From an optimization exercise on the open Yosys and OpenROAD flow, aimed at small area; shortcuts taken in it are not production practice.
Only simulation tests tie the RTL to the original design; equivalence was not proved.
Power is estimated from default activity; no workload was simulated.

--- flow/run.sh ---
#!/bin/bash
# synth_recipe.tcl (not shown) runs the flow's synth.tcl, then flattens the netlist and writes it again
# the make line also repeats each setting of config.mk as NAME=value (left out here)
make -C /OpenROAD-flow-scripts/flow DESIGN_CONFIG=/design/flow/config.mk WORK_HOME=/design/flow/orfs CLKGATE_MAP_FILE= SYNTH_SCRIPT=/design/flow/synth_recipe.tcl finish
--- flow/config.mk ---
export PLATFORM = sky130hd
export DESIGN_NAME = uart_fifo
export DESIGN_NICKNAME = uart_fifo
export VERILOG_FILES = /design/flow/design.v
export SDC_FILE = /design/flow/constraint.sdc
export NUM_CORES = 4
export LEC_CHECK = 0
export CAP_MARGIN = 20
export CORE_MARGIN = 2
export CORE_UTILIZATION = 40
export SLEW_MARGIN = 20
--- flow/constraint.sdc ---
create_clock -name core_clock -period 10.0 [get_ports {clk}]
set_input_delay 2.0000 -clock core_clock [delete_from_list [all_inputs] [get_ports {clk}]]
set_output_delay 2.0000 -clock core_clock [all_outputs]
set_load 0.01 [all_outputs]
--- flow/design.v ---
`timescale 1ns / 1ps
module fifo #(parameter WIDTH=8, DEPTH=16)(   
    input clk,
    input reset,
    input wr_en,  
    input rd_en,   
    input [WIDTH-1:0] din, 
    output reg [WIDTH-1:0] dout,
    output empty,
    output full  
);
    reg [WIDTH-1:0] mem [0:DEPTH-1];  
    reg [3:0] wr_ptr;  
    reg [3:0] rd_ptr;  
    reg [4:0] count;  
    always @(posedge clk or posedge reset) begin
        if(reset) begin
            wr_ptr <= 0;
            rd_ptr <= 0;
            count <= 0;
            dout <= 0;
        end else begin
            if(wr_en && !full) begin
                mem[wr_ptr] <= din;  
                wr_ptr <= wr_ptr + 1;  
                count <= count + 1;  
            end
            if(rd_en && !empty) begin
                dout <= mem[rd_ptr];
                rd_ptr <= rd_ptr + 1;
                count <= count - 1;
            end
        end
    end
    assign empty = (count == 0);
    assign full = (count == DEPTH);
endmodule
module uart #(parameter CLK_FREQ=50000000, BAUD=115200)(
    input clk,
    input reset,
    input rx, 
    output reg tx,
    input [7:0] tx_data,
    input tx_start,
    output reg tx_busy,
    output reg [7:0] rx_data,
    output reg rx_ready
);
    localparam CLOCKS_PER_BIT = CLK_FREQ / BAUD;
    reg [15:0] tx_counter;
    reg [3:0] tx_bit_count;
    reg [9:0] tx_shift;
    reg [15:0] rx_counter;
    reg [3:0] rx_bit_count;
    reg [9:0] rx_shift;
    reg rx_active;
    always @(posedge clk or posedge reset) begin
        if(reset) begin
            tx <= 1;   
            tx_busy <= 0;
            tx_counter <= 0;
            tx_bit_count <= 0;
        end else begin
            if(tx_start && !tx_busy) begin
                tx_shift <= {1'b1, tx_data, 1'b0};  
                tx_busy <= 1;
                tx_bit_count <= 0;
                tx_counter <= 0;
            end
            if(tx_busy) begin
                if(tx_counter == CLOCKS_PER_BIT-1) begin   
                    tx_counter <= 0;   
                    tx <= tx_shift[0];  
                    tx_shift <= tx_shift >> 1;  
                    tx_bit_count <= tx_bit_count + 1;
                    if(tx_bit_count == 9) begin   
                        tx_busy <= 0;
                    end
                end else begin
                    tx_counter <= tx_counter + 1;
                end
            end
        end
    end
    always @(posedge clk or posedge reset) begin
        if(reset) begin
            rx_data <= 0;
            rx_ready <= 0;
            rx_active <= 0;
            rx_counter <= 0;
            rx_bit_count <= 0;
        end else begin
            rx_ready <= 0;
            if(!rx_active) begin   
                if(rx == 1'b0) begin
                    rx_active <= 1;
                    rx_counter <= 0;
                    rx_bit_count <= 0;
                end
            end else begin
                if(rx_counter == CLOCKS_PER_BIT-1) begin
                    rx_counter <= 0;
                    rx_shift <= {rx, rx_shift[9:1]};  
                    rx_bit_count <= rx_bit_count + 1;
                    if(rx_bit_count == 9) begin
                        rx_data <= rx_shift[8:1];
                        rx_ready <= 1;  
                        rx_active <= 0;
                    end
                end else begin
                    rx_counter <= rx_counter + 1;
                end
            end
        end
    end
endmodule
module uart_fifo(
    input clk,
    input reset,
    input uart_rx,
    output uart_tx,
    output [7:0] led
);
    wire [7:0] fifo_out;
    wire fifo_empty;
    wire fifo_full;
    wire fifo_rd;
    wire [7:0] uart_rx_data;
    wire uart_rx_ready;
    wire uart_tx_busy;
    reg fifo_wr;
    reg [7:0] uart_tx_data;
    reg uart_tx_start;
    fifo fifo_inst (
        .clk(clk),
        .reset(reset),
        .wr_en(fifo_wr),
        .rd_en(fifo_rd),
        .din(uart_rx_data),
        .dout(fifo_out),
        .empty(fifo_empty),
        .full(fifo_full)
    );
    uart #(.CLK_FREQ(50000000), .BAUD(3125000)) uart_inst (
        .clk(clk),
        .reset(reset),
        .rx(uart_rx),
        .tx(uart_tx),
        .tx_data(uart_tx_data),
        .tx_start(uart_tx_start),
        .tx_busy(uart_tx_busy),
        .rx_data(uart_rx_data),
        .rx_ready(uart_rx_ready)
    );
    assign led = fifo_out;
    assign fifo_rd = !fifo_empty && !uart_tx_busy;
    always @(posedge clk or posedge reset) begin
        if(reset) begin
            fifo_wr <= 0;
            uart_tx_start <= 0;
            uart_tx_data <= 0;
        end else begin
            fifo_wr <= uart_rx_ready;  
            if(uart_rx_ready) begin
                uart_tx_data <= uart_rx_data;
            end
            if(fifo_rd) begin
                uart_tx_start <= 1;
            end else begin
                uart_tx_start <= 0;
            end
        end
    end
endmodule
==> summary.md, run 1 <==
| Metric | Value |
|---|---|
| Die width | 160.6 um |
| NetSw | 891.2 uW |
| Leak | 0.003782 uW |
| Critical path launch point type | primary input |
| Share of cells above drive strength 1 | 0.1079 |
| Fin Clk Skew | 15.50 ps |
| I/O Pins | 12 |
| Status | finished clean |
| #FFs+latches synth | 230 |
| Power, Total | 2764 uW |
| CTS tree | yes |
| Critical path cell sequence | clkdlybuf4s50_1 > inv_4 > and2_1 > nand2_1 > nor3_1 |
| CP peak stage delay | 850 ps |
| Switch share | 0.3224 |
| Initial core utilization | 0.4058 |
| CP Capture Type | flop |
| R2R cell count | 7 |
| Post-CTS sizing | 0 |
| Final GP Congestion | 0.8221 |
| Pwr dens | 251.0 mW/mm2 |
| Fill count | 2156 |
| Hold path cells | 0 |
| CP required | 10130 ps |
| Post-synth EDFFs | 147 |
| Part of the power in the clock network | 0.307 |
| Main synth FF type | edfxtp_1 |
| Max-Cap Viols | 0 |
| Final period util | 0.3977 |
| CORE AREA | 0.02418 mm2 |
| Die span in y | 160.6 um |
| Mapped cell area | 0.009812 mm2 |
| Worst slack, placed | 5385 ps |
| Syn Area/Cell | 12.89 um2 |
| Post-CTS setup buffer count | 0 |
| DR pass1 iterations | 5 |
| Final ANT Viol Nets | 0 |
| Post-Route WL | 22310 um |
| Peak Freq | 0.2515 GHz |
| Register share of total power | 0.425 |
| CTS Buf Count | 24 |
| Asr flop ratio synth | 0.3609 |
| Grt total ovfl | 0 |
| Crit. Startpoint | reset |
| Post-Syn Instances | 761 |
| Crit-path slowest cell | nor3_1 |
| H-tree depth | 1 |
| Seq/Total Area, Yosys | 0.6617 |
| Final setup margin | 6023 ps |
| Post-route setup TNS | 0 ps |
| Die ar. | 0.02580 mm2 |
| CP arrival | 4110 ps |
| Avg WL per Cell | 20.04 um |
| P_int | 1873 uW |
| Setup Viol. Count Final | 0 |
| RSZ-0062 raised after global routing | false |
| Clock Path Buffers | 3 |
| Finished Core Util | 0.4556 |
| Slew Viols, Final | 0 |
| CTS root buf | clkbuf_16 |
| Vias | 6217 |
| Reg-to-reg startpoint | fifo_inst.count[1] |
| Worst-Skew Late Latency | 520 ps |
| Finished Layout Cells | 1113 |
| Area Growth Syn to Fin | 12.25% |
| Port buffer count | 11 |
| Placed cells | 1066 |
| Worst slew pin tran | 1061 ps |
| Tmin final | 3977 ps |
| Peak VDD IR | 139.6 uV |
| Drt drc | 0 |
| Slew HR | 0.2871 |
| Worst-path clk slew | 60 ps |
| CTS hold repair buffers | 0 |
| Comb pwr share | 0.268 |
| Post-DR vias/cell | 5.586 |
| Largest net degree at the start of global routing | 60 |
| Number of global-route vias before repair | 5927 |
| Worst Hold Class | flop to flop |
| Tot GR Track Use | 0.1743 |
| Initial antenna violation count | 1 |
| Critical Path Fanout Max | 36 |
| First-pass GRT wire length | 35020 um |
| Fin nets | 789 |
| WS Path Type | primary input to flop |
| Count of final hold-check violations | 0 |
| Dpl hpwl | 13700 um |
| Hold Startpoint | uart_inst.rx_shift[9] |
| Clock Sinks | 230 |
| Post-synth net total | 780 |
| DRT iter0 DRCs | 745 |
| Synth Warn # | 4 |
| Yosys cell types | 59 |
| Std-Cell Rows | 57 |
==> registers in the layout, indices dropped and copies added, names as in the netlist, 5 cells and up <==
name / flops
fifo_inst.mem: 128
uart_inst.rx_data: 8
fifo_inst.count: 5
uart_inst.rx_counter: 16
uart_inst.tx_counter: 16
fifo_inst.dout: 8
uart_inst.rx_shift: 9
uart_tx_data: 8
uart_inst.tx_shift: 10
==> routing by layer <==
| layer | track usage | vias to the layer above | share of wire |
|---|---|---|---|
| met2 | 0.2592 | 197 | 0.44 |
| met5 | 0 | - | 0 |
| met4 | 0.05405 | 0 | 0.026 |
| li1 | - | 2906 | - |
| met3 | 0.02634 | 40 | 0.057 |
| met1 | 0.2642 | 3074 | 0.47 |
==> cells in the mapped netlist (9+ instances only) <==
master    count  area [um2]
dfrtp_1      82        2052
a31oi_1      11       68.82
xnor2_1      11       96.34
mux2_2       15       168.9
ha_1         16       200.2
nor3_1        9       45.04
a22oi_1      18       135.1
o21ai_0      55       275.3
a21oi_1      33       165.2
nand3_1      30       150.1
edfxtp_1    147        4414
mux2i_1      17       170.2
nand2_1      64       240.2
nand4_1      10       62.56
and3_1        9       56.30
a22o_1       10       87.58
or4_1        11       82.58
nor2_1       44       165.2
clkbuf_1     35       131.4
inv_1        18       67.56
==> layout make-up <==
| type | instances | area (um2) | share of cell area |
|---|---|---|---|
| sequential | 230 | 6492 | 0.5895 |
| inverter | 18 | 70.07 | 0.006361 |
| multi-input combinational | 471 | 3089 | 0.2805 |
| timing repair buffer | 25 | 210.2 | 0.01908 |
| tap | 324 | 405.4 | 0.03681 |
| clock buffer | 29 | 640.6 | 0.05816 |
| clock inverter | 15 | 103.9 | 0.009429 |
| antenna | 1 | 2.502 | 0.0002272 |
==> placed cells by master, fill, tap and decap left out, drive strengths merged, types with 11 or more instances in the layout <==
| master | instances |
|---|---|
| xnor2 | 11 |
| buf | 13 |
| edfxtp | 147 |
| inv | 18 |
| mux2 | 23 |
| clkdlybuf4s50 | 11 |
| o21ai | 57 |
| nand3 | 30 |
| dfrtp | 82 |
| a22oi | 18 |
| a21oi | 33 |
| nor2 | 44 |
| a31oi | 11 |
| or4 | 13 |
| ha | 16 |
| clkbuf | 30 |
| mux2i | 17 |
| nand2 | 64 |
==> per-stage QoR <==
step | hold slack, ps | area (um2)
2_1_floorplan | 351.9 | 9812
3_3_place_gp | 405.6 | 10250
3_5_place_dp | 411.5 | 10250
4_1_cts | 425.7 | 10990
5_1_grt | 439.6 | 11010
6_report | 423.7 | 11010
==> final timing paths <==
check	endpoint	slack (ps)
hold reg to reg	uart_inst.rx_shift[8]	420
max in group asynchronous	fifo_inst.dout[2]	7010
setup / recovery	fifo_inst.mem[3][1]	6020
setup reg to reg	fifo_inst.count[4]	6910
min in group asynchronous	uart_inst.rx_bit_count[1]	1870
hold / removal	uart_inst.rx_shift[8]	420
==> power groups by stage <==
| stage | registers (uW) | clock network [uW] | logic [uW] |
|---|---|---|---|
| after floorplan | 1180 | 0 | 521 |
| after global placement | 1190 | 0 | 734 |
| after detailed placement | 1190 | 0 | 739 |
| after CTS | 1180 | 866 | 740 |
| after global routing | 1190 | 900 | 815 |
| final | 1180 | 847 | 741 |
==> cells by family after synthesis <==
family,count (synthesis),synth area share
buf+inv,60,0.02448
xor+xnor,18,0.01607
mux,40,0.04680
simple gates,214,0.1085
fa+ha+maj,16,0.02040
flops,230,0.6617
compound gates,183,0.1220
==> critical path: cells and delay by family <==
family                 cells  cell delay (ps)
AND/OR/NAND/NOR            3             1280
buffers and inverters      2              820
==> inputs of run 2 (changes only) <==
==> flow/design.v (replaced) <==
`timescale 1ns / 1ps
module uart_fifo(
    input clk,
    input reset,
    input uart_rx,
    output uart_tx,
    output [7:0] led
);
    reg [3:0] rph;
    reg [3:0] rb;
    reg [7:0] rsh;
    reg rrdy, fwr;
    wire ract = rb[3] | ~rb[1];
    wire rsmp = ract & (rph == 4'd15);
    always @(posedge clk or posedge reset) begin
        if (reset) begin
            rb <= 4'd2;
            rrdy <= 1'b0;
            fwr <= 1'b0;
        end else begin
            rrdy <= rsmp & (rb == 4'd1);
            fwr <= rrdy;
            if (!ract) begin
                if (!uart_rx) rb <= 4'd8;
            end else if (rsmp) begin
                rb <= rb + 4'd1;
            end
        end
    end
    always @(posedge clk) begin
        rph <= (!ract) ? 4'd0 : rph + 4'd1;
        if (rsmp & rb[3]) rsh <= {uart_rx, rsh[7:1]};
    end
    reg [7:0] mem [0:15];
    reg cnt;
    reg [3:0] s;
    reg [7:0] dout;
    reg [8:0] t;
    wire busy = t[8];
    wire rd = cnt & ~busy;
    integer i;
    always @(posedge clk) begin
        if (fwr) begin
            mem[0] <= rsh;
            for (i = 1; i < 16; i = i + 1) mem[i] <= mem[i-1];
        end
    end
    always @(posedge clk or posedge reset) begin
        if (reset) begin
            cnt <= 1'b0;
            s <= 4'd0;
            dout <= 8'd0;
        end else begin
            cnt <= ~rd & (cnt | fwr);
            if (rd & fwr) s <= s + 4'd1;
            if (rd) dout <= mem[s];
        end
    end
    reg flag;
    always @(posedge clk or posedge reset) begin
        if (reset) begin
            t <= 9'd0;
        end else begin
            if (rd) t <= 9'd351;
            else if (busy) t <= t + 9'd1;
        end
    end
    always @(posedge clk) begin
        if (t == 9'd351) flag <= 1'b0;
        else if (fwr) flag <= 1'b1;
    end
    wire [7:0] txb = flag ? mem[1] : mem[0];
    assign uart_tx = (busy & t[7]) ? txb[t[6:4]] : ~(busy & (t[7:4] == 4'd7));
    assign led = dout;
endmodule
--- a/flow/config.mk
+++ b/flow/config.mk
@@ -5,7 +5,8 @@
 export SDC_FILE = /design/flow/constraint.sdc
 export NUM_CORES = 4
 export LEC_CHECK = 0
+export ABC_AREA = 1
 export CAP_MARGIN = 20
 export CORE_MARGIN = 2
-export CORE_UTILIZATION = 40
+export CORE_UTILIZATION = 70
 export SLEW_MARGIN = 20
==> summary.md, run 2 <==
| Metric | Value |
|---|---|
| Dpl hpwl | 9015 um (-34%) |
| Post-Route WL | 15380 um (-31%) |
| Worst slack, placed | 6292 ps (+907.0 ps) |
| Area leader, netlist | edfxtp_1 |
| Worst slew pin tran | 990.5 ps (-70.71 ps) |
| R2R cell count | 9 (+2) |
| Worst Hold Class | flop to flop |
| DRT iter0 DRCs | 525 (-30%) |
| Slew Viols, Final | 0 (unchanged) |
| Vias | 4970 (-20%) |
| Initial antenna violation count | 0 (-1) |
| Top Registers | mem: 128 flops, t: 9 flops |
| Status | finished clean |
| Post-synth net total | 696 (-11%) |
| Initial core utilization | 0.7277 (+0.3218) |
| Leak | 0.003329 uW (-12%) |
| Post-CTS setup buffer count | 0 (unchanged) |
| Fin Clk Skew | 7.599 ps (-7.903 ps) |
| Port buffer count | 11 (unchanged) |
| FF-to-FF setup slack | 7030 ps (+120 ps) |
| Hold EP | fwr |
| Critical path cell sequence | nor2_1 > nor2_1 > o21ai_0 > nand3_1 > nand3_1 > nand2_1 > nand2_1 > nand2_1 > clkdlybuf4s50_1 |
| Asr flop ratio synth | 0.1657 (-0.1952) |
| Setup Viol. Count Final | 0 (unchanged) |
| Die ar. | 0.01108 mm2 (-57%) |
| CTS tree | yes |
| Critical path launch point type | flop |
| Count of final hold-check violations | 0 (unchanged) |
| Post-CTS sizing | 0 (unchanged) |
| CTS hold repair buffers | 0 (unchanged) |
| Most common cell after layout, fill and taps aside | nand2_1 |
| Peak VDD IR | 203.9 uV (+46%) |
| Final setup margin | 5688 ps (-334.8 ps) |
| Clock Sinks | 169 (-27%) |
| Syn Area/Cell | 10.48 um2 (-19%) |
| WS Path Type | flop to output port |
| Fin nets | 705 (-11%) |
| #FFs+latches synth | 169 (-27%) |
| Most common cell in the netlist | nand2_1 |
| Power, Total | 1679 uW (-39%) |
| Worst-path clk slew | 60 ps (about the same) |
| Hold path cells | 0 (unchanged) |
| Tot GR Track Use | 0.2961 (+0.1218) |
| Most frequent cells in the layout | nand2_1 (143), edfxtp_1 (136), nor2_1 (109) |
| Synth Warn # | 2 (-2) |
| Post-synth top area share | 0.5689 (+0.1191) |
| Area Growth Syn to Fin | 11.12% |
| Drt drc | 0 (unchanged) |
| I/O Pins | 12 (unchanged) |
| CP arrival | 2310 ps (-1800 ps) |
| Std-Cell Rows | 36 (-37%) |
| Fill count | 560 (-74%) |
| CP peak stage delay | 550 ps (-300 ps) |
| Share of cells above drive strength 1 | 0.06082 (-0.04705) |
| Reg-to-reg startpoint | s[1] |
| Yosys cell types | 28 (-53%) |
| Most frequent cells after synthesis | nand2_1 (143), edfxtp_1 (136), nor2_1 (109) |
| Post-synth EDFFs | 136 (-7.5%) |
| CORE AREA | 0.009864 mm2 (-59%) |
| RSZ-0062 raised after global routing | false |
| Final period util | 0.4312 (+0.03348) |
| Post-route setup TNS | 0 ps (unchanged) |
| Post-Syn Instances | 685 (-10%) |
| Final GP Congestion | 0.8721 (+6.1%) |
| Mapped cell area | 0.007178 mm2 (-27%) |
| # diodes | 0 (-1) |
| First-pass GRT wire length | 24490 um (-30%) |
| Largest net degree at the start of global routing | 80 (+33%) |
| Clock Path Buffers | 2 (-1) |
| Post-DR vias/cell | 5.917 (+5.9%) |
| Tmin final | 4312 ps (+334.8 ps) |
| CTS Buf Count | 17 (-29%) |
| Top cells by area, synth | edfxtp_1 (57%), dfrtp_1 (9.4%), nand2_1 (7.5%), nor2_1 (5.7%), nand3_1 (4.8%) |
| Avg WL per Cell | 18.31 um (-8.7%) |
| Worst-Skew Late Latency | 550 ps (+30 ps) |
| Crit-path slowest cell | dfxtp_1 |
| Final ANT Viol Nets | 0 (unchanged) |
| DR pass1 iterations | 6 (+1) |
| Largest Register | mem |
| CP required | 8000 ps (-2130 ps) |
| Max reg flops | 128 (unchanged) |
| Crit path top cell by count | nand2_1 |
| Pwr dens | 210.5 mW/mm2 (-16%) |
| R2r endpoint | dout[6] |
| CP Capture Type | output port |
| CTS root buf | clkbuf_8 |
| Number of global-route vias before repair | 4767 (-20%) |
| Main synth FF type | edfxtp_1 |
| H-tree depth | 4 (+3) |
| Peak Freq | 0.2319 GHz (-7.8%) |
| Slew HR | 0.3397 (+0.05258) |
| Die span in y | 105.3 um (-34%) |
| Max-Cap Viols | 0 (unchanged) |
| Critical Path Fanout Max | 13 (-64%) |
| Hold Startpoint | rrdy |
| Seq/Total Area, Yosys | 0.6807 (+0.01898) |
| Die width | 105.3 um (-34%) |
| Grt total ovfl | 0 (unchanged) |
## run 2: changes by cell type after synthesis, sizes merged, moves of 13 or more
cell / previous run / this run
nand2: 64 / 143
nor2: 44 / 111
inv: 18 / 83
dfrtp: 82 / 27
o21ai: 57 / 11
nand3: 30 / 69
clkbuf: 35 / 10
mux2: 23 / 0
nand4: 10 / 33
a21oi: 33 / 13
a22oi: 18 / 0
mux2i: 17 / 1
or4: 13 / 0
## run 2: stage by stage
step	utilization	std cells	cell area (um2)	hold WS, ps
2_1_floorplan	-	685	7178	331.2
5_1_grt	0.8086	840	7976	356.1
4_1_cts	0.8086	840	7976	355.1
6_report	0.8086	840	7976	352.2
3_5_place_dp	0.7486	808	7385	340.5
3_3_place_gp	0.7486	808	7385	335.8
## run 2: cell families (layout without fill, tap and decap cells)
kind of cell             count (synthesis)  count (layout)  share of synthesized area
AO/OA/AOI/OAI                           29              29                    0.02161
multiplexers                             1               1                   0.001395
XOR/XNOR                                 5               5                   0.006100
flip-flops                             169             169                     0.6807
buffers and inverters                  111             133                    0.06101
AND/OR/NAND/NOR                        362             362                     0.2153
adder cells (fa/ha/maj)                  8               8                    0.01395
## run 2: power breakdown
part           total (uW)  internal (uW)  switching, uW
combinational         175           79.5           95.5
sequential            862            813           49.5
clock                 642            384            259
total                1680           1280            404
## run 2: worst max path at each step
stage | start | to | slack (ps) | cells past startpoint
after floorplan | fwr | s[3] | 5990 | 3
after global placement | flag | uart_tx | 6360 | 9
after detailed placement | flag | uart_tx | 6290 | 9
after CTS | flag | uart_tx | 5690 | 9
after global routing | flag | uart_tx | 5580 | 8
final | flag | uart_tx | 5690 | 9
## run 2: final cells by class
| type | count | area, um2 | area share |
|---|---|---|---|
| Inverter | 83 | 311.5 | 0.03906 |
| Clock buffer | 27 | 566.8 | 0.07106 |
| Clock inverter | 5 | 25.02 | 0.003137 |
| Timing Repair Buffer | 18 | 162.7 | 0.02039 |
| Tap cell | 133 | 166.4 | 0.02086 |
| Sequential cell | 169 | 4890 | 0.6130 |
| Multi-Input combinational cell | 405 | 1854 | 0.2325 |
## run 2: routing by layer
metal	vias to the layer above	global-route usage	part of all wire
met2	238	0.4641	0.48
met1	2391	0.4053	0.40
li1	2306	-	-
met3	35	0.07421	0.089
met4	0	0.1143	0.023
met5	-	0	0
## run 2: critical path: cells and delay by family, from the launching register on
family	cells	cell delay (ps)
simple gates	7	580
buf+inv	1	530
flops	1	550
compound gates	1	100
==> inputs of run 3 (changes only) <==
--- a/flow/config.mk
+++ b/flow/config.mk
@@ -5,8 +5,7 @@
 export SDC_FILE = /design/flow/constraint.sdc
 export NUM_CORES = 4
 export LEC_CHECK = 0
-export ABC_AREA = 1
 export CAP_MARGIN = 20
 export CORE_MARGIN = 2
-export CORE_UTILIZATION = 70
+export CORE_UTILIZATION = 40
 export SLEW_MARGIN = 20
==> summary.md, run 3 <==
| Metric | Value |
|---|---|
| CP arrival | 2750 ps (+440 ps) |
| H-tree depth | 4 (unchanged) |
| Slew HR | 0.4188 (+0.07910) |
| Initial antenna violation count | 0 (unchanged) |
| Post-synth top area share | 0.6142 (+0.04529) |
| Area Growth Syn to Fin | 13.36% |
| Worst Hold Class | flop to flop |
| CTS tree | yes |
| Grt total ovfl | 0 (unchanged) |
| Yosys cell types | 47 (+68%) |
| Post-DR vias/cell | 5.641 (-4.7%) |
| Finished Core Util | 0.4594 (-0.3492) |
| # diodes | 0 (unchanged) |
| Most common cell in the netlist | edfxtp_1 |
| Drt drc | 0 (unchanged) |
| Fin nets | 463 (-34%) |
| Pwr dens | 204.6 mW/mm2 (-2.8%) |
| Clock Sinks | 169 (unchanged) |
| DRT iter0 DRCs | 425 (-19%) |
| RSZ-0062 raised after global routing | false |
| Worst slack, placed | 5708 ps (-584.5 ps) |
| DR pass1 iterations | 6 (unchanged) |
| Most frequent cells in the layout | edfxtp_1 (136), nor2_1 (26), dfrtp_1 (26) |
| Peak Freq | 0.2104 GHz (-9.3%) |
| Post-CTS setup buffer count | 0 (unchanged) |
| Dpl hpwl | 7785 um (-14%) |
| Peak VDD IR | 126.4 uV (-38%) |
| Clock Path Buffers | 2 (unchanged) |
| Number of global-route vias before repair | 3791 (-20%) |
| Final hold slack | 347.8 ps (-4.433 ps) |
| CP required | 8000 ps (about the same) |
| Asr flop ratio synth | 0.1657 (unchanged) |
| Max reg flops | 128 (unchanged) |
| Worst-Skew Late Latency | 430 ps (-120 ps) |
| Top Registers | mem: 128 flops, t: 9 flops |
| Critical Path Fanout Max | 12 (-1) |
| CTS root buf | clkbuf_16 |
| Area leader, netlist | edfxtp_1 |
| Worst slew pin tran | 871.9 ps (-118.7 ps) |
| First-pass GRT wire length | 21530 um (-12%) |
| Synth Warn # | 2 (unchanged) |
| Tmin final | 4752 ps (+440.5 ps) |
| #FFs+latches synth | 169 (unchanged) |
| Main synth FF type | edfxtp_1 |
| Port buffer count | 11 (unchanged) |
| WS Path Type | flop to output port |
| Critical path launch point type | flop |
| I/O Pins | 12 (unchanged) |
| Tot GR Track Use | 0.1602 (-0.1359) |
| Final ANT Viol Nets | 0 (unchanged) |
| Std-Cell Rows | 47 (+31%) |
| Max-Cap Viols | 0 (unchanged) |
| CORE AREA | 0.01641 mm2 (+66%) |
| Die width | 132.9 um (+26%) |
| Die ar. | 0.01767 mm2 (+59%) |
| Post-synth EDFFs | 136 (unchanged) |
| Largest Register | mem |
| Mapped cell area | 0.006649 mm2 (-7.4%) |
| Die span in y | 132.9 um (+26%) |
| Count of final hold-check violations | 0 (unchanged) |
| Post-CTS sizing | 0 (unchanged) |
| Final period util | 0.4752 (+0.04405) |
| Fin Clk Skew | 12.96 ps (+5.362 ps) |
| CTS hold repair buffers | 0 (unchanged) |
| Worst-path clk slew | 60 ps (about the same) |
| Final GP Congestion | 0.8180 (-6.2%) |
| Status | finished clean |
| Avg WL per Cell | 19.83 um (+8.3%) |
| Final setup margin | 5248 ps (-440.5 ps) |
| Share of cells above drive strength 1 | 0.09892 (+0.03810) |
| Most common cell after layout, fill and taps aside | edfxtp_1 |
| Setup Viol. Count Final | 0 (unchanged) |
| Most frequent cells after synthesis | edfxtp_1 (136), dfrtp_1 (27), nor2_1 (26) |
| Post-Syn Instances | 435 (-36%) |
| Post-synth net total | 446 (-36%) |
| CTS Buf Count | 17 (unchanged) |
| Initial core utilization | 0.4052 (-0.3224) |
| Top cells by area, synth | edfxtp_1 (61%), dfrtp_1 (10%), mux2i_1 (1.8%), a21oi_1 (1.7%), dfxtp_1 (1.5%) |
| CP Capture Type | output port |
| Post-route setup TNS | 0 ps (unchanged) |
| Leak | 0.002513 uW (-25%) |
| Seq/Total Area, Yosys | 0.7349 (+0.05418) |
| Slew Viols, Final | 0 (unchanged) |
| Vias | 3864 (-22%) |
| Largest net degree at the start of global routing | 71 (-11%) |
| Post-Route WL | 13580 um (-12%) |
| Syn Area/Cell | 15.28 um2 (+46%) |
## run 3: changes by cell type after synthesis, sizes merged, moves of 11 or more
cell,before,now
mux2i,1,12
nand4,33,1
inv,83,5
nor2,111,26
nand3,69,20
nand2,143,21
a22oi,0,13
## run 3: cell families (layout without fill, tap and decap cells)
group	Yosys count	in the layout	synth area share
flip-flops	169	169	0.7349
adder cells (fa/ha/maj)	8	8	0.01506
XOR/XNOR	7	7	0.009221
multiplexers	21	21	0.04121
AO/OA/AOI/OAI	106	106	0.1125
AND/OR/NAND/NOR	97	97	0.06925
buffers and inverters	27	57	0.01788
## run 3: cell type report
cell class	instances	area, um2
timing repair buffer	20	177.7
clock inverter	7	46.29
sequential	169	4890
tap	220	275.3
fill	1421	8870
clock buffer	25	485.5
inverter	5	18.77
multi-input combinational	239	1644
## run 3: worst paths after layout
path,slack [ps],from,end,cells after the start
max,5250,t[5],uart_tx,5
min,350,rrdy,fwr,0
max reg2reg,7480,fwr,s[1],3
min reg2reg,350,rrdy,fwr,0
max in group asynchronous,7720,reset,fwr,3
min in group asynchronous,1960,reset,dout[1],3
## run 3: power by group
part | total, uW | leakage [uW] | switching (uW) | internal, uW
sequential | 844 | 0.00163 | 45.8 | 798
combinational | 104 | 0.000625 | 48.6 | 55.6
clock | 594 | 0.000253 | 258 | 336
total | 1540 | 0.00251 | 352 | 1190
## run 3: worst max-delay path, stage by stage, from the launching register on
cell             delay, ps
dfrtp_1                620
mux4_1                 620
mux2_2                 290
a211oi_2               210
a21oi_1                 90
clkdlybuf4s50_1        500
## run 3: layer usage
| layer | global-route usage | vias up | share of wire | routed length, um |
|---|---|---|---|---|
| met1 | 0.2293 | 1950 | 0.46 | 6254 |
| met2 | 0.2334 | 141 | 0.46 | 6245 |
| met5 | 0 | - | 0 | 0 |
| met4 | 0.06033 | 0 | 0.020 | 268 |
| li1 | - | 1752 | - | - |
| met3 | 0.04521 | 21 | 0.060 | 812 |
## run 3: per-stage QoR
stage | cells | total power (uW) | area (um2)
finish | 685 | 1542 | 7537
global route | 685 | 1608 | 7537
CTS | 685 | 1560 | 7537
detailed placement | 653 | 961.9 | 7005
global placement | 653 | 954.9 | 7005
floorplan | 435 | 918.2 | 6649
==> inputs of run 4 (changes only) <==
--- a/flow/design.v
+++ b/flow/design.v
@@ -31,32 +31,45 @@
         rph <= (!ract) ? 4'd0 : rph + 4'd1;
         if (rsmp & rb[3]) rsh <= {uart_rx, rsh[7:1]};
     end
-    reg [7:0] mem [0:15];
     reg cnt;
-    reg [3:0] s;
-    reg [7:0] dout;
-    reg [8:0] t;
+    reg [3:0] pw, pr;
+    reg [8:0] t;             
     wire busy = t[8];
     wire rd = cnt & ~busy;
+    reg [7:0] ring [0:15];
+    wire [7:0] tap = ring[15];
+    wire wphys = ract & (rb == 4'd0) & (pw == 4'd15);
     integer i;
     always @(posedge clk) begin
-        if (fwr) begin
-            mem[0] <= rsh;
-            for (i = 1; i < 16; i = i + 1) mem[i] <= mem[i-1];
-        end
+        ring[0] <= wphys ? rsh : tap;
+        for (i = 1; i < 16; i = i + 1) ring[i] <= ring[i-1];
     end
     always @(posedge clk or posedge reset) begin
         if (reset) begin
             cnt <= 1'b0;
-            s <= 4'd0;
-            dout <= 8'd0;
+            pw <= 4'd0;
+            pr <= 4'd0;
         end else begin
             cnt <= ~rd & (cnt | fwr);
-            if (rd & fwr) s <= s + 4'd1;
-            if (rd) dout <= mem[s];
+            pw <= pw + 4'd1 + {3'd0, fwr};
+            pr <= pr + 4'd1 + {3'd0, rd};
         end
     end
-    reg flag;
+    reg [7:0] nxt;
+    wire fix = fwr & ~rd & (pw == pr);
+    wire fetch = busy & (t[7:4] == 4'd6) & (pr == 4'd15);
+    always @(posedge clk) begin
+        if (fix) nxt <= rsh;
+        else if (fetch) nxt <= tap;
+    end
+    reg [7:0] dout;
+    always @(posedge clk or posedge reset) begin
+        if (reset) dout <= 8'd0;
+        else if (rd) dout <= nxt;
+    end
+    reg flag;                
+    reg pre;                 
+    reg tx;
     always @(posedge clk or posedge reset) begin
         if (reset) begin
             t <= 9'd0;
@@ -65,11 +78,18 @@
             else if (busy) t <= t + 9'd1;
         end
     end
+    wire [2:0] lane = t[6:4] + 3'd1;
+    wire nb = (pw == {3'd0, flag}) ? tap[lane] : pre;
     always @(posedge clk) begin
         if (t == 9'd351) flag <= 1'b0;
         else if (fwr) flag <= 1'b1;
+        pre <= nb;
     end
-    wire [7:0] txb = flag ? mem[1] : mem[0];
-    assign uart_tx = (busy & t[7]) ? txb[t[6:4]] : ~(busy & (t[7:4] == 4'd7));
+    always @(posedge clk or posedge reset) begin
+        if (reset) tx <= 1'b1;
+        else if (busy & (t[3:0] == 4'd15) & (t[7] | t[5]))
+            tx <= (t[7:4] == 4'd6) ? 1'b0 : (t[7:4] == 4'd15) ? 1'b1 : nb;
+    end
+    assign uart_tx = tx;
     assign led = dout;
 endmodule
--- a/flow/config.mk
+++ b/flow/config.mk
@@ -7,5 +7,7 @@
 export LEC_CHECK = 0
 export CAP_MARGIN = 20
 export CORE_MARGIN = 2
-export CORE_UTILIZATION = 40
+export CORE_UTILIZATION = 60
+export CTS_BUF_LIST = sky130_fd_sc_hd__clkbuf_8
+export CTS_CLUSTER_SIZE = 30
 export SLEW_MARGIN = 20
==> summary.md, run 4 <==
| Metric | Value |
|---|---|
| Leak | 0.002457 uW (-2.2%) |
| Critical Path Fanout Max | 4 (-8) |
| Clock Sinks | 183 (+8.3%) |
| Die ar. | 0.009245 mm2 (-48%) |
| P_int | 1135 uW (-4.6%) |
| Port buffer count | 11 (unchanged) |
| Status | finished clean |
| CP bufs+invs | 1 (unchanged) |
| Worst Hold Class | flop to flop |
| Most common cell in the netlist | dfxtp_1 |
| # diodes | 0 (unchanged) |
| CORE AREA | 0.008217 mm2 (-50%) |
| Die width | 96.15 um (-28%) |
| Fin nets | 384 (-17%) |
| Worst slew pin tran | 665.2 ps (-206.6 ps) |
| Count of final hold-check violations | 0 (unchanged) |
| Pwr dens | 272.6 mW/mm2 (+33%) |
| Part of the power in the clock network | 0.330 (-0.055) |
| Critical path's top delay family | flip-flops |
| Tmin final | 3540 ps (-1212 ps) |
| Post-CTS sizing | 0 (unchanged) |
| I/O Pins | 12 (unchanged) |
| Post-synth top area share | 0.5265 (-0.08770) |
| Post-CTS setup buffer count | 0 (unchanged) |
| Slew Viols, Final | 0 (unchanged) |
| Peak VDD IR | 165.0 uV (+31%) |
| Synth Warn # | 2 (unchanged) |
| Final hold slack | 326.5 ps (-21.31 ps) |
| H-tree depth | 4 (unchanged) |
| CTS tree | yes |
| Most frequent cells after synthesis | dfxtp_1 (134), dfrtp_1 (31), nand2_1 (30) |
| Setup Viol. Count Final | 0 (unchanged) |
| Post-synth EDFFs | 16 (-88%) |
| DRT iter0 DRCs | 85 (-80%) |
| Worst-Skew Late Latency | 450 ps (+20 ps) |
| WS Path Type | flop to output port |
| Post-route setup TNS | 0 ps (unchanged) |
| Syn Area/Cell | 14.90 um2 (-2.5%) |
| Top Registers | ring: 128 flops, t: 9 flops |
| Initial core utilization | 0.6201 (+0.2148) |
| Crit-path slowest cell | dfstp_2 |
| FF-to-FF setup slack | 7660 ps (+180 ps) |
| Critical path launch point type | flop |
| CP Capture Type | output port |
| Largest Register | ring |
| Critical path cell sequence | clkdlybuf4s50_1 |
| RSZ-0062 raised after global routing | false |
| Yosys cell types | 37 (-21%) |
| First-pass GRT wire length | 10940 um (-49%) |
| DR pass1 iterations | 4 (-2) |
| Comb pwr share | 0.107 (+0.039) |
| Most common cell after layout, fill and taps aside | dfxtp_1 |
| Most frequent cells in the layout | dfxtp_1 (134), dfrtp_1 (31), nand2_1 (30) |
| Drt drc | 0 (unchanged) |
| CP peak stage delay | 560 ps (-60 ps) |
| Top cells by area, synth | dfxtp_1 (53%), dfrtp_1 (15%), edfxtp_1 (9.4%), mux2_2 (3.8%), ha_1 (2.9%) |
| Post-Route WL | 6556 um (-52%) |
| CTS hold repair buffers | 0 (unchanged) |
| Mapped cell area | 0.005095 mm2 (-23%) |
| Max-Cap Viols | 0 (unchanged) |
| Tot GR Track Use | 0.1636 (+0.003468) |
| CTS root buf | clkbuf_8 |
| Final GP Congestion | 0.7357 (-10%) |
| Final period util | 0.3540 (-0.1212) |
| Vias | 2373 (-39%) |
| Dpl hpwl | 4125 um (-47%) |
| CP required | 8000 ps (about the same) |
| Switch share | 0.2810 (+0.05244) |
| Grt total ovfl | 0 (unchanged) |
| Register share of total power | 0.563 (+0.016) |
| Area Growth Syn to Fin | 13.61% |
| Std-Cell Rows | 33 (-30%) |
| Main synth FF type | dfxtp_1 |
| CTS Buf Count | 17 (unchanged) |
| Post-synth net total | 357 (-20%) |
| Post-Syn Instances | 342 (-21%) |
| Largest net degree at the start of global routing | 34 (-52%) |
| CP arrival | 1540 ps (-1210 ps) |
| Asr flop ratio synth | 0.1803 (+0.01465) |
| Slew HR | 0.5556 (+0.1368) |
| #FFs+latches synth | 183 (+8.3%) |
| Final ANT Viol Nets | 0 (unchanged) |
| Area leader, netlist | dfxtp_1 |
| Share of cells above drive strength 1 | 0.1492 (+0.05029) |
| Seq/Total Area, Yosys | 0.7834 (+0.04855) |
| Worst-path clk slew | 110 ps (+50 ps) |
| Fin Clk Skew | 14.36 ps (+1.402 ps) |
| Die span in y | 96.15 um (-28%) |
| Post-DR vias/cell | 4.873 (-14%) |
| NetSw | 443.3 uW (+26%) |
| Avg WL per Cell | 13.46 um (-32%) |
| Peak Freq | 0.2825 GHz (+34%) |
| Max reg flops | 128 (unchanged) |
| Number of global-route vias before repair | 2274 (-40%) |
| Clock Path Buffers | 2 (unchanged) |
| Initial antenna violation count | 0 (unchanged) |
run 4: logic make-up (layout without fill, tap and decap cells):
family	Yosys count	after routing	share of synthesized area
xor gates and xnor gates	14	14	0.02407
buffers and inverters	20	60	0.01498
DFF	183	183	0.7834
AOI/OAI and AO/OA	22	22	0.02800
muxes	22	22	0.05403
adders and majority gates	12	12	0.02947
and+or+nand+nor	69	69	0.06606
run 4: area by class of cell:
type / instances / area, um2
well taps: 105 / 131.4
inverters: 15 / 56.30
multi-input cells: 139 / 1027
clock buffers: 17 / 234.0
repair buffers: 13 / 125.1
fillers: 548 / 2429
flip-flops and latches: 183 / 3991
clock inverters: 15 / 222.7
run 4: per-stage QoR:
step             util  total power (uW)  cell area [um2]  worst slack [ps]  instances
2_1_floorplan       -              1011             5095              7284        342
3_3_place_gp   0.6489              1065             5331              6947        455
3_5_place_dp   0.6489              1075             5331              6939        455
4_1_cts        0.7044              1593             5788              6427        487
5_1_grt        0.7044              1657             5788              6399        487
6_report       0.7044              1578             5788              6460        487
run 4: worst paths after layout:
kind | endpoint | start | depth (start not counted)
setup / recovery | uart_tx | tx | 1
hold / removal | ring[6][4] | ring[5][4] | 0
setup reg to reg | tx | t[4] | 6
hold reg to reg | ring[6][4] | ring[5][4] | 0
max in group asynchronous | rb[1] | reset | 3
min in group asynchronous | t[0] | reset | 3
run 4: power by group through the flow:
stage	sequential (uW)	clock, uW	combinational (uW)
after CTS	889	532	171
after detailed placement	905	0	170
after global routing	900	561	195
after global placement	902	0	163
after floorplan	888	0	122
final	889	521	168
run 4: layer usage:
metal	part of all wire	global-route usage
met5	0	0
met4	0.016	0.08929
met3	0.032	0.05168
met2	0.43	0.2286
met1	0.52	0.2272
==> inputs of run 5 (changes only) <==
--- a/flow/config.mk
+++ b/flow/config.mk
@@ -7,7 +7,5 @@
 export LEC_CHECK = 0
 export CAP_MARGIN = 20
 export CORE_MARGIN = 2
-export CORE_UTILIZATION = 60
-export CTS_BUF_LIST = sky130_fd_sc_hd__clkbuf_8
-export CTS_CLUSTER_SIZE = 30
+export CORE_UTILIZATION = 40
 export SLEW_MARGIN = 20
==> summary.md, run 5 <==
| Metric | Value |
|---|---|
| Yosys cell types | 37 (unchanged) |
| NetSw | 428.1 uW (-3.4%) |
| CTS Buf Count | 17 (unchanged) |
| Comb pwr share | 0.098 (-0.009) |
| R2r endpoint | pr[3] |
| Post-Syn Instances | 342 (unchanged) |
| Area Growth Syn to Fin | 17.80% |
| Part of the power in the clock network | 0.383 (+0.053) |
| Post-CTS sizing | 0 (unchanged) |
| Die span in y | 116.9 um (+22%) |
| Compound-Gate Fraction of Synth Area | 0.02800 (unchanged) |
| Largest net degree at the start of global routing | 34 (unchanged) |
| Synth Warn # | 2 (unchanged) |
| Post-Route WL | 6745 um (+2.9%) |
| Multi-input logic area | 0.001027 mm2 (unchanged) |
| FF-to-FF setup slack | 7530 ps (-130 ps) |
| Post-CTS setup buffer count | 0 (unchanged) |
| Avg WL per Cell | 12.20 um (-9.4%) |
| Post-synthesis adder-cell area fraction | 0.02947 (unchanged) |
| CTS root buf | clkbuf_16 |
| Tot GR Track Use | 0.1112 (-0.05246) |
| Largest family of logic cells by synthesized area | simple AND/OR/NAND/NOR gates |
| DRT iter0 DRCs | 128 (+51%) |
| Critical Path Fanout Max | 4 (unchanged) |
| CTS hold repair buffers | 0 (unchanged) |
| Metal2 WL | 2922 um (+3.2%) |
| Clock Sinks | 183 (unchanged) |
| CTS tree | yes |
| Worst-Skew Late Latency | 420 ps (-30 ps) |
| Leak | 0.002522 uW (+2.6%) |
| Port buffer count | 11 (unchanged) |
| Worst slew pin tran | 883.9 ps (+218.7 ps) |
| Final GP Congestion | 0.7045 (-4.2%) |
| # diodes | 0 (unchanged) |
| Vias | 2401 (+1.2%) |
| Most frequent cells in the layout | dfxtp_1 (134), dfrtp_1 (31), nand2_1 (30) |
| Post-Synth Simple-Gate Area | 0.06606 (unchanged) |
| Fill count | 1099 (+100%) |
| Share of cells above drive strength 1 | 0.1444 (-0.004858) |
| Count of final hold-check violations | 0 (unchanged) |
| Asr flop ratio synth | 0.1803 (unchanged) |
| Status | finished clean |
| I/O Pins | 12 (unchanged) |
| Pwr dens | 285.3 mW/mm2 (+4.7%) |
| Power, Total | 1713 uW (+8.5%) |
| Critical path's top delay family | flip-flops |
| Max-Cap Viols | 0 (unchanged) |
| #FFs+latches synth | 183 (unchanged) |
| XOR/XNOR Fraction of Synth Area | 0.02407 (unchanged) |
| Die ar. | 0.01366 mm2 (+48%) |
| Most common cell after layout, fill and taps aside | dfxtp_1 |
| Most frequent cells after synthesis | dfxtp_1 (134), dfrtp_1 (31), nand2_1 (30) |
| Fin Clk Skew | 10.51 ps (-3.848 ps) |
| Post-synth top area share | 0.5265 (unchanged) |
| Register area | 0.003991 mm2 (unchanged) |
| Mapped cell area | 0.005095 mm2 (unchanged) |
| Syn Area/Cell | 14.90 um2 (unchanged) |
| Critical path launch point type | flop |
| Met3 wire length | 249 um (+20%) |
| Worst-path clk slew | 70 ps (-40 ps) |
| Initial antenna violation count | 0 (unchanged) |
| Post-synth net total | 357 (unchanged) |
| Final period util | 0.3499 (-0.004045) |
| Top cells by area, synth | dfxtp_1 (53%), dfrtp_1 (15%), edfxtp_1 (9.4%), mux2_2 (3.8%), ha_1 (2.9%) |
| R2R cell count | 6 (unchanged) |
| Clock Path Buffers | 2 (unchanged) |
| Tmin final | 3499 ps (-40.45 ps) |
| Critical Path Sink | uart_tx |
| CP required | 8000 ps (about the same) |
| WS Path Type | flop to output port |
| M1 wire length | 3453 um (+1.4%) |
| First-pass GRT wire length | 11230 um (+2.7%) |
| Register share of total power | 0.519 (-0.044) |
| Main synth FF type | dfxtp_1 |
| Reg-to-reg startpoint | t[8] |
| Worst Hold Class | flop to flop |
| Final ANT Viol Nets | 0 (unchanged) |
| Die width | 116.9 um (+22%) |
| RSZ-0062 raised after global routing | false |
| Initial core utilization | 0.4070 (-0.2130) |
| Worst path depth | 1 (unchanged) |
| Most common cell in the netlist | dfxtp_1 |
| Drt drc | 0 (unchanged) |
| Setup Viol. Count Final | 0 (unchanged) |
| Crit. Startpoint | tx |
| H-tree depth | 4 (unchanged) |
| Dpl hpwl | 4216 um (+2.2%) |
| Peak Freq | 0.2858 GHz (+1.2%) |
| Fin nets | 383 (-0.26%) |
| Peak VDD IR | 146.5 uV (-11%) |
| Post-DR vias/cell | 4.342 (-11%) |
| Switch share | 0.2500 (-0.03101) |
| Seq/Total Area, Yosys | 0.7834 (unchanged) |
| Std-Cell Rows | 41 (+24%) |
| Post-synth EDFFs | 16 (unchanged) |
| Critical path cell sequence | clkdlybuf4s50_1 |
| Largest Register | ring |
| Crit-path slowest cell | dfstp_2 |
| CP bufs+invs | 1 (unchanged) |
| Post-route setup TNS | 0 ps (unchanged) |
| Number of global-route vias before repair | 2326 (+2.3%) |
| Uppermost metal layer occupied by signal nets | met4 |
| Max reg flops | 128 (unchanged) |
| Top Registers | ring: 128 flops, t: 9 flops |
| Mux share of post-synthesis cell area | 0.05403 (unchanged) |
| Area leader, netlist | dfxtp_1 |
| CP arrival | 1500 ps (-40 ps) |
| DR pass1 iterations | 7 (+3) |
| CP Capture Type | output port |
| P_int | 1285 uW (+13%) |
| CP peak stage delay | 560 ps (about the same) |
| Slew HR | 0.4095 (-0.1461) |
| Grt total ovfl | 0 (unchanged) |
| Slew Viols, Final | 0 (unchanged) |
| CORE AREA | 0.01252 mm2 (+52%) |
-- run 5: worst min-delay path by stage --
stage / endpoint / cells past startpoint / start / slack [ps]
after floorplan: ring[10][0] / 0 / ring[9][0] / 310
after global placement: ring[15][4] / 0 / ring[14][4] / 310
after detailed placement: ring[8][7] / 0 / ring[7][7] / 310
after CTS: ring[13][1] / 0 / ring[12][1] / 320
after global routing: ring[7][4] / 0 / ring[6][4] / 330
final: ring[13][1] / 0 / ring[12][1] / 320
-- run 5: cells by family (layout without fill, tap and decap cells) --
logic type,count (synthesis),count (layout)
xor gates and xnor gates,14,14
DFF,183,183
and+or+nand+nor,69,69
adders and majority gates,12,12
AOI/OAI and AO/OA,22,22
buffers and inverters,20,59
muxes,22,22
-- run 5: power groups by stage --
stage / Clock (uW) / Combinational, uW / Sequential, uW
after floorplan: 0 / 122 / 888
after global placement: 0 / 163 / 901
after detailed placement: 0 / 170 / 905
after CTS: 670 / 172 / 890
after global routing: 703 / 191 / 901
final: 656 / 168 / 889
-- run 5: layout make-up --
class / instances / area share
clock inverters: 12 / 0.02105
well taps: 172 / 0.03586
flip-flops and latches: 183 / 0.6650
inverters: 15 / 0.009381
multi-input cells: 139 / 0.1711
repair buffers: 12 / 0.01960
clock buffers: 20 / 0.07797
-- run 5: routing by layer --
metal | GRT usage | up-vias
met5 | 0 | -
met4 | 0.06824 | 0
met3 | 0.04325 | 9
met2 | 0.1588 | 34
met1 | 0.1422 | 1164
li1 | - | 1194
-- run 5: through the flow --
step,instances,utilization,cell area [um2],hold WS (ps),worst slack (ps)
final,553,0.4795,6002,323.6,6501
after global placement,521,0.4320,5408,310.7,6947
after CTS,553,0.4795,6002,324.8,6475
after global routing,553,0.4795,6002,330.4,6442
after floorplan,342,-,5095,309.6,7284
after detailed placement,521,0.4320,5408,312.1,6933
==> inputs of run 6 (changes only) <==
--- a/flow/config.mk
+++ b/flow/config.mk
@@ -7,5 +7,8 @@
 export LEC_CHECK = 0
 export CAP_MARGIN = 20
 export CORE_MARGIN = 2
-export CORE_UTILIZATION = 40
+export CORE_UTILIZATION = 60
+export CTS_BUF_LIST = sky130_fd_sc_hd__clkbuf_4 sky130_fd_sc_hd__clkbuf_8
+export CTS_CLUSTER_DIAMETER = 40
+export CTS_CLUSTER_SIZE = 12
 export SLEW_MARGIN = 20
==> summary.md, run 6 <==
| Metric | Value |
|---|---|
| Leak | 0.002457 uW (-2.6%) |
| Final period util | 0.3540 (+0.004045) |
| Uppermost metal layer occupied by signal nets | met4 |
| Most common cell after layout, fill and taps aside | dfxtp_1 |
| H-tree depth | 4 (unchanged) |
| Worst slew pin tran | 665.2 ps (-218.7 ps) |
| WS Path Type | flop to output port |
| Max reg flops | 128 (unchanged) |
| Die ar. | 0.009245 mm2 (-32%) |
| M1 wire length | 3406 um (-1.4%) |
| Hold Startpoint | ring[5][4] |
| Critical path launch point type | flop |
| Dpl hpwl | 4125 um (-2.2%) |
| Avg WL per Cell | 13.46 um (+10%) |
| Critical Path Fanout Max | 4 (unchanged) |
| Setup Viol. Count Final | 0 (unchanged) |
| Post-synth top area share | 0.5265 (unchanged) |
| Hold EP | ring[6][4] |
| Pwr dens | 272.6 mW/mm2 (-4.5%) |
| Clock Path Buffers | 2 (unchanged) |
| I/O Pins | 12 (unchanged) |
| # diodes | 0 (unchanged) |
| Most common cell in the netlist | dfxtp_1 |
| Initial core utilization | 0.6201 (+0.2130) |
| Grt total ovfl | 0 (unchanged) |
| Worst-Skew Late Latency | 450 ps (+30 ps) |
| Hold path cells | 0 (unchanged) |
| CP peak stage delay | 560 ps (about the same) |
| Critical path cell sequence | clkdlybuf4s50_1 |
| Syn Area/Cell | 14.90 um2 (unchanged) |
| Area leader, netlist | dfxtp_1 |
| DRT iter0 DRCs | 85 (-34%) |
| R2r endpoint | tx |
| CP Capture Type | output port |
| Reg-to-reg startpoint | t[4] |
| CP bufs+invs | 1 (unchanged) |
| Share of cells above drive strength 1 | 0.1492 (+0.004858) |
| Mapped cell area | 0.005095 mm2 (unchanged) |
| Clock Sinks | 183 (unchanged) |
| Vias | 2373 (-1.2%) |
| CTS root buf | clkbuf_8 |
| Status | finished clean |
| Top cells by area, synth | dfxtp_1 (53%), dfrtp_1 (15%), edfxtp_1 (9.4%), mux2_2 (3.8%), ha_1 (2.9%) |
| Asr flop ratio synth | 0.1803 (unchanged) |
| CP arrival | 1540 ps (+40 ps) |
| Slew Viols, Final | 0 (unchanged) |
| Drt drc | 0 (unchanged) |
| Critical path's top delay family | flip-flops |
| Power, Total | 1578 uW (-7.9%) |
| Post-Syn Instances | 342 (unchanged) |
| Most frequent cells after synthesis | dfxtp_1 (134), dfrtp_1 (31), nand2_1 (30) |
| Post-CTS sizing | 0 (unchanged) |
| CTS hold repair buffers | 0 (unchanged) |
| Fin nets | 384 (+0.26%) |
| Final ANT Viol Nets | 0 (unchanged) |
| Post-DR vias/cell | 4.873 (+12%) |
| Post-route setup TNS | 0 ps (unchanged) |
| Seq/Total Area, Yosys | 0.7834 (unchanged) |
| Area Growth Syn to Fin | 13.61% |
| Tmin final | 3540 ps (+40.45 ps) |
| Worst Hold Class | flop to flop |
| Fill count | 548 (-50%) |
| RSZ-0062 raised after global routing | false |
| Post-Route WL | 6556 um (-2.8%) |
| Post-CTS setup buffer count | 0 (unchanged) |
| First-pass GRT wire length | 10940 um (-2.6%) |
| Post-synth EDFFs | 16 (unchanged) |
| Initial antenna violation count | 0 (unchanged) |
| Max-Cap Viols | 0 (unchanged) |
| Metal2 WL | 2832 um (-3.1%) |
| Met3 wire length | 208 um (-16%) |
| Std-Cell Rows | 33 (-20%) |
| Number of global-route vias before repair | 2274 (-2.2%) |
| Top Registers | ring: 128 flops, t: 9 flops |
| Count of final hold-check violations | 0 (unchanged) |
| Yosys cell types | 37 (unchanged) |
| Synth Warn # | 2 (unchanged) |
| Largest net degree at the start of global routing | 34 (unchanged) |
| CP required | 8000 ps (about the same) |
| Die width | 96.15 um (-18%) |
| Slew HR | 0.5556 (+0.1461) |
| R2R cell count | 6 (unchanged) |
| FF-to-FF setup slack | 7660 ps (+130 ps) |
| Main synth FF type | dfxtp_1 |
| Worst slack, placed | 6939 ps (+5.660 ps) |
| CORE AREA | 0.008217 mm2 (-34%) |
| Largest Register | ring |
| Tot GR Track Use | 0.1636 (+0.05246) |
| DR pass1 iterations | 4 (-3) |
| Peak Freq | 0.2825 GHz (-1.1%) |
| Most frequent cells in the layout | dfxtp_1 (134), dfrtp_1 (31), nand2_1 (30) |
| CTS tree | yes |
| Final GP Congestion | 0.7357 (+4.4%) |
| Crit-path slowest cell | dfstp_2 |
| Worst-path clk slew | 110 ps (+40 ps) |
| #FFs+latches synth | 183 (unchanged) |
| Final setup margin | 6460 ps (-40.45 ps) |
| CTS Buf Count | 17 (unchanged) |
| Die span in y | 96.15 um (-18%) |
| Peak VDD IR | 165.0 uV (+13%) |
| Port buffer count | 11 (unchanged) |
| Fin Clk Skew | 14.36 ps (+3.848 ps) |
| Post-synth net total | 357 (unchanged) |
[run 6: layer usage]
metal | global-route usage | up-vias
li1 | - | 1204
met5 | 0 | -
met2 | 0.2286 | 35
met3 | 0.05168 | 10
met1 | 0.2272 | 1124
met4 | 0.08929 | 0
[run 6: final cells by class]
class / instances / area (um2) / area share
Sequential cell: 183 / 3991 / 0.6896
Clock inverter: 15 / 222.7 / 0.03848
Clock buffer: 17 / 234.0 / 0.04042
Multi-Input combinational cell: 139 / 1027 / 0.1775
Inverter: 15 / 56.30 / 0.009728
Timing Repair Buffer: 13 / 125.1 / 0.02162
Tap cell: 105 / 131.4 / 0.02270
[run 6: stage by stage]
stage	hold WS, ps	instance area [um2]	utilization	std cells
4_1_cts	330.3	5788	0.7044	487
2_1_floorplan	309.6	5095	-	342
3_5_place_dp	312.1	5331	0.6489	455
6_report	326.5	5788	0.7044	487
3_3_place_gp	309.8	5331	0.6489	455
5_1_grt	335.2	5788	0.7044	487
[run 6: worst reg2reg max path, delay by kind of cell (launching register included)]
family,cells,cell delay (ps)
multiplexers,3,1110
flip-flops,1,550
adder cells (fa/ha/maj),1,360
AO/OA/AOI/OAI,1,180
buffers and inverters,1,80
[run 6: power breakdown]
part	internal, uW	total (uW)	switching, uW
clock network	224	521	297
logic	89.1	168	79.2
registers	822	889	66.8
[run 6: cell families (layout without fill, tap and decap cells)]
logic type	count (synthesis)	count (layout)	synth area share
AOI/OAI and AO/OA	22	22	0.02800
buffers and inverters	20	60	0.01498
adders and majority gates	12	12	0.02947
DFF	183	183	0.7834
and+or+nand+nor	69	69	0.06606
muxes	22	22	0.05403
xor gates and xnor gates	14	14	0.02407
[run 6: how the worst max path moves through the flow]
stage	slack (ps)	cells past startpoint	to	start
detailed placement	6940	1	uart_tx	tx
global placement	6950	1	uart_tx	tx
global route	6400	1	uart_tx	tx
floorplan	7280	1	cnt	reset
CTS	6430	1	uart_tx	tx
finish	6460	1	uart_tx	tx
==> inputs of run 7 (changes only) <==
==> flow/design.v (replaced) <==
`timescale 1ns / 1ps
module uart_fifo(
    input clk,
    input reset,
    input uart_rx,
    output uart_tx,
    output [7:0] led
);
    reg ract;
    reg [3:0] rph;
    reg [3:0] rb;
    reg sb;                  
    reg rrdy, fwr;
    wire rsmp = ract & (rph == 4'd15);
    always @(posedge clk or posedge reset) begin
        if (reset) begin
            ract <= 1'b0;
            rrdy <= 1'b0;
            fwr <= 1'b0;
        end else begin
            rrdy <= rsmp & (rb == 4'd0);
            fwr <= rrdy;
            if (!ract) ract <= ~uart_rx;
            else if (rsmp & (rb == 4'd0)) ract <= 1'b0;
        end
    end
    always @(posedge clk) begin
        rph <= (!ract) ? 4'd0 : rph + 4'd1;
        if (!ract) rb <= 4'd7;
        else if (rsmp) rb <= rb + 4'd1;
        if (rsmp) sb <= uart_rx;
    end
    reg cnt;
    reg [3:0] pw, pr;
    reg busy;                
    reg [7:0] tl;
    wire rd = cnt & ~busy;
    reg [7:0] ring [0:15];
    wire [7:0] tap = ring[15];
    wire wbit = ract & rb[3] & (pw == 4'd15);    
    wire [7:0] wl = wbit ? (8'd1 << rb[2:0]) : 8'd0;
    integer i;
    always @(posedge clk) begin
        ring[0] <= (tap & ~wl) | ({8{sb}} & wl);
        for (i = 1; i < 16; i = i + 1) ring[i] <= ring[i-1];
    end
    always @(posedge clk or posedge reset) begin
        if (reset) begin
            cnt <= 1'b0;
            pw <= 4'd0;
            pr <= 4'd0;
        end else begin
            cnt <= ~rd & (cnt | fwr);
            pw <= pw + 4'd1 + {3'd0, fwr};
            pr <= pr + 4'd1 + {3'd0, rd};
        end
    end
    reg [7:0] nxt;
    wire [7:0] cl = (~cnt & (pw == pr)) ? wl : 8'd0;
    wire fetch = busy & (tl[7:4] == 4'd6) & (pr == 4'd15);
    always @(posedge clk) begin
        if (fetch) nxt <= (tap & ~cl) | ({8{sb}} & cl);
        else nxt <= (nxt & ~cl) | ({8{sb}} & cl);
    end
    reg [7:0] dout;
    always @(posedge clk or posedge reset) begin
        if (reset) dout <= 8'd0;
        else if (rd) dout <= nxt;
    end
    reg flag;                
    reg pre;                 
    reg tx;
    always @(posedge clk or posedge reset) begin
        if (reset) busy <= 1'b0;
        else busy <= rd | (busy & ~(tl == 8'hff));
    end
    always @(posedge clk) tl <= rd ? 8'h5f : tl + 8'd1;
    wire [2:0] lane = tl[6:4] + 3'd1;
    wire nb = (pw == {3'd0, flag}) ? tap[lane] : pre;
    always @(posedge clk) begin
        if (busy & (tl == 8'h5f)) flag <= 1'b0;
        else if (fwr) flag <= 1'b1;
        pre <= nb;
    end
    always @(posedge clk or posedge reset) begin
        if (reset) tx <= 1'b1;
        else if (busy & (tl[3:0] == 4'd15) & (tl[7] | tl[5]))
            tx <= (tl[7:4] == 4'd6) ? 1'b0 : (tl[7:4] == 4'd15) ? 1'b1 : nb;
    end
    assign uart_tx = tx;
    assign led = dout;
endmodule
--- a/flow/config.mk
+++ b/flow/config.mk
@@ -8,7 +8,5 @@
 export CAP_MARGIN = 20
 export CORE_MARGIN = 2
 export CORE_UTILIZATION = 60
-export CTS_BUF_LIST = sky130_fd_sc_hd__clkbuf_4 sky130_fd_sc_hd__clkbuf_8
-export CTS_CLUSTER_DIAMETER = 40
-export CTS_CLUSTER_SIZE = 12
+export CTS_BUF_LIST = sky130_fd_sc_hd__clkbuf_8
 export SLEW_MARGIN = 20
==> summary.md, run 7 <==
| Metric | Value |
|---|---|
| Syn Area/Cell | 13.53 um2 (-9.1%) |
| Grt total ovfl | 0 (unchanged) |
| Critical path launch point type | flop |
| Yosys cell types | 39 (+5.4%) |
| Seq/Total Area, Yosys | 0.7438 (-0.03961) |
| Leak | 0.002499 uW (+1.7%) |
| Top cells by area, synth | dfxtp_1 (58%), dfrtp_1 (10%), edfxtp_1 (5.4%), nand2_1 (4.5%), ha_1 (3.7%) |
| Port buffer count | 11 (unchanged) |
| Final GP Congestion | 0.7647 (+3.9%) |
| Tot GR Track Use | 0.1784 (+0.01479) |
| Post-synth net total | 390 (+9.2%) |
| Critical path cell sequence | clkdlybuf4s50_1 |
| Status | finished clean |
| Initial core utilization | 0.6159 (-0.004214) |
| Area Growth Syn to Fin | 13.32% |
| XOR/XNOR Fraction of Synth Area | 0.03479 (+0.01072) |
| Clock Path Buffers | 2 (unchanged) |
| Peak Freq | 0.2860 GHz (+1.2%) |
| Worst path depth | 1 (unchanged) |
| CTS Buf Count | 17 (unchanged) |
| Post-synthesis adder-cell area fraction | 0.03728 (+0.007807) |
| H-tree depth | 4 (unchanged) |
| Post-Route WL | 7130 um (+8.8%) |
| Die width | 95.61 um (-0.57%) |
| Hold Startpoint | ring[6][3] |
| Tmin final | 3496 ps (-43.41 ps) |
| CTS tree | yes |
| Fin Clk Skew | 11.22 ps (-3.144 ps) |
| Worst slack, placed | 6896 ps (-43.16 ps) |
| Number of global-route vias before repair | 2485 (+9.3%) |
| RSZ-0062 raised after global routing | false |
| DR pass1 iterations | 4 (unchanged) |
| NetSw | 382.8 uW (-14%) |
| R2R cell count | 6 (unchanged) |
| WS Path Type | flop to output port |
| Mux share of post-synthesis cell area | 0.04697 (-0.007059) |
| Mapped cell area | 0.005035 mm2 (-1.2%) |
| Std-Cell Rows | 33 (unchanged) |
| Final ANT Viol Nets | 0 (unchanged) |
| Share of cells above drive strength 1 | 0.1265 (-0.02269) |
| Clock Sinks | 177 (-3.3%) |
| Drt drc | 0 (unchanged) |
| Peak VDD IR | 157.0 uV (-4.9%) |
| CP peak stage delay | 540 ps (-20 ps) |
| First-pass GRT wire length | 11870 um (+8.5%) |
| Largest family of logic cells by synthesized area | simple AND/OR/NAND/NOR gates |
| # diodes | 0 (unchanged) |
| Hold path cells | 0 (unchanged) |
| P_int | 1028 uW (-9.4%) |
| Setup Viol. Count Final | 0 (unchanged) |
| Main synth FF type | dfxtp_1 |
| Post-DR vias/cell | 4.953 (+1.7%) |
| Worst-Skew Late Latency | 430 ps (-20 ps) |
| Reg-to-reg startpoint | busy |
| Die ar. | 0.009140 mm2 (-1.1%) |
| CP required | 8000 ps (about the same) |
| FF-to-FF setup slack | 7810 ps (+150 ps) |
| Worst slew pin tran | 871.5 ps (+206.3 ps) |
| Worst Hold Class | flop to flop |
| Most common cell after layout, fill and taps aside | dfxtp_1 |
| Post-Syn Instances | 372 (+8.8%) |
| Comb pwr share | 0.080 (-0.027) |
| Worst-path clk slew | 100 ps (about the same) |
| Max-Cap Viols | 0 (unchanged) |
| Compound-Gate Fraction of Synth Area | 0.01342 (-0.01458) |
| Slew Viols, Final | 0 (unchanged) |
| Most frequent cells in the layout | dfxtp_1 (146), nand2_1 (61), dfrtp_1 (21) |
| R2r endpoint | pr[2] |
| Post-synth EDFFs | 9 (-7) |
| Largest Register | ring |
| CP Capture Type | output port |
| Post-route setup TNS | 0 ps (unchanged) |
| Post-Synth Simple-Gate Area | 0.1079 (+0.04179) |
| Dpl hpwl | 4731 um (+15%) |
| CTS root buf | clkbuf_8 |
| Fin nets | 416 (+8.3%) |
| Final period util | 0.3496 (-0.004341) |
| Final setup margin | 6504 ps (+43.41 ps) |
| Post-CTS setup buffer count | 0 (unchanged) |
| Vias | 2556 (+7.7%) |
| CP arrival | 1500 ps (-40 ps) |
| Largest net degree at the start of global routing | 23 (-32%) |
| Area leader, netlist | dfxtp_1 |
| Part of the power in the clock network | 0.369 (+0.039) |
| Top Registers | ring: 128 flops, dout: 8 flops, tl: 8 flops |
| Most frequent cells after synthesis | dfxtp_1 (146), nand2_1 (61), dfrtp_1 (21) |
| DRT iter0 DRCs | 125 (+47%) |
| Avg WL per Cell | 13.82 um (+2.6%) |
| Asr flop ratio synth | 0.1243 (-0.05603) |
| Post-synth top area share | 0.5805 (+0.05399) |
| Post-CTS sizing | 0 (unchanged) |
| Critical path's top delay family | flip-flops |
| Finished Layout Cells | 516 (+6.0%) |
| Count of final hold-check violations | 0 (unchanged) |
| Placed cells | 484 (+6.4%) |
| CP bufs+invs | 1 (unchanged) |
| Crit-path slowest cell | dfstp_2 |
| I/O Pins | 12 (unchanged) |
| Critical Path Fanout Max | 2 (-2) |
| Slew HR | 0.4184 (-0.1372) |
| CORE AREA | 0.008175 mm2 (-0.50%) |
| Pwr dens | 247.3 mW/mm2 (-9.3%) |
| Finished Core Util | 0.6979 (-0.006543) |
| Most common cell in the netlist | dfxtp_1 |
| Hold EP | ring[7][3] |
| Max reg flops | 128 (unchanged) |
| Synth Warn # | 2 (unchanged) |
| Switch share | 0.2713 (-0.009673) |
| Die span in y | 95.61 um (-0.57%) |
| Register share of total power | 0.552 (-0.011) |
| Initial antenna violation count | 0 (unchanged) |
| #FFs+latches synth | 177 (-3.3%) |
| CTS hold repair buffers | 0 (unchanged) |
==> run 7: worst max path at each step <==
stage               startpoint       to
global route                tx  uart_tx
CTS                         tx  uart_tx
detailed placement       reset  dout[6]
finish                      tx  uart_tx
floorplan                   tx  uart_tx
global placement         reset  dout[6]
==> run 7: power groups by stage <==
| stage | registers (uW) | clock network [uW] | logic [uW] |
|---|---|---|---|
| floorplan | 786 | 0 | 87.9 |
| global placement | 794 | 0 | 108 |
| detailed placement | 794 | 0 | 112 |
| CTS | 778 | 532 | 113 |
| global route | 783 | 559 | 124 |
| finish | 779 | 520 | 112 |
==> run 7: kinds of logic (layout without fill, tap and decap cells) <==
family / after synthesis / in the layout
flops: 177 / 177
mux: 20 / 20
simple gates: 109 / 109
xor+xnor: 20 / 20
compound gates: 10 / 10
fa+ha+maj: 15 / 15
buf+inv: 21 / 60
==> run 7: layout make-up <==
type / count / area, um2
repair buffers: 11 / 110.1
flip-flops and latches: 177 / 3745
multi-input cells: 174 / 1210
clock inverters: 15 / 211.5
fillers: 596 / 2470
inverters: 17 / 63.81
well taps: 105 / 131.4
clock buffers: 17 / 234.0
==> run 7: through the flow <==
stage	hold WS, ps	total power (uW)	cell area (um2)
2_1_floorplan	309.6	873.4	5035
3_3_place_gp	311.2	902.3	5260
3_5_place_dp	312.1	906.4	5260
4_1_cts	327.8	1424	5705
5_1_grt	331.0	1466	5705
6_report	326.4	1411	5705
==> run 7: per-layer routing <==
layer  up-vias  global-route usage  share of wire
met5         -                   0              0
met4         0             0.07857          0.019
met3        15             0.06166          0.028
met2        44              0.2786           0.46
met1      1218              0.2253           0.49
li1       1279                   -              -

==> what the ideal ports hide <==
In the flow no input, the clock included, has a driving cell. The finished layouts below were timed again as built, in two steps.
Step 1 assumes that a clkbuf_16 drives the clock port and a buf_2 every other input.
Step 2, shift: input delay + t, output delay - t, t = (earliest + latest rising clock arrival at the registers) / 2. This alone moves slack from input paths to output paths.
a / b / c = no drivers / after step 1 / after step 2; a / b = the first two.
run	t (ns)	setup WS [ns]	worst setup path at the end	clock arrival spread, ns	cell pins on the clock port's net
run 1	0.559	6.023 / 6.049 / 5.489	input to register	0.016 / 0.017	1
run 2	0.587	5.688 / 5.651 / 6.237	register to output	0.008 / 0.009	1
run 3	0.459	5.248 / 5.210 / 5.669	register to output	0.013 / 0.014	1
run 4	0.474	6.460 / 6.429 / 6.903	register to output	0.016 / 0.016	1
run 5	0.451	6.501 / 6.461 / 6.911	register to output	0.011 / 0.011	1
run 6	0.474	6.460 / 6.429 / 6.903	register to output	0.016 / 0.016	1
run 7	0.457	6.504 / 6.472 / 6.929	register to output	0.013 / 0.013	1
After both steps every run listed still meets setup and hold. For run 1, which loses most, drivers alone change the setup slack by +0.026 ns; drivers and shift together by -0.534 ns.
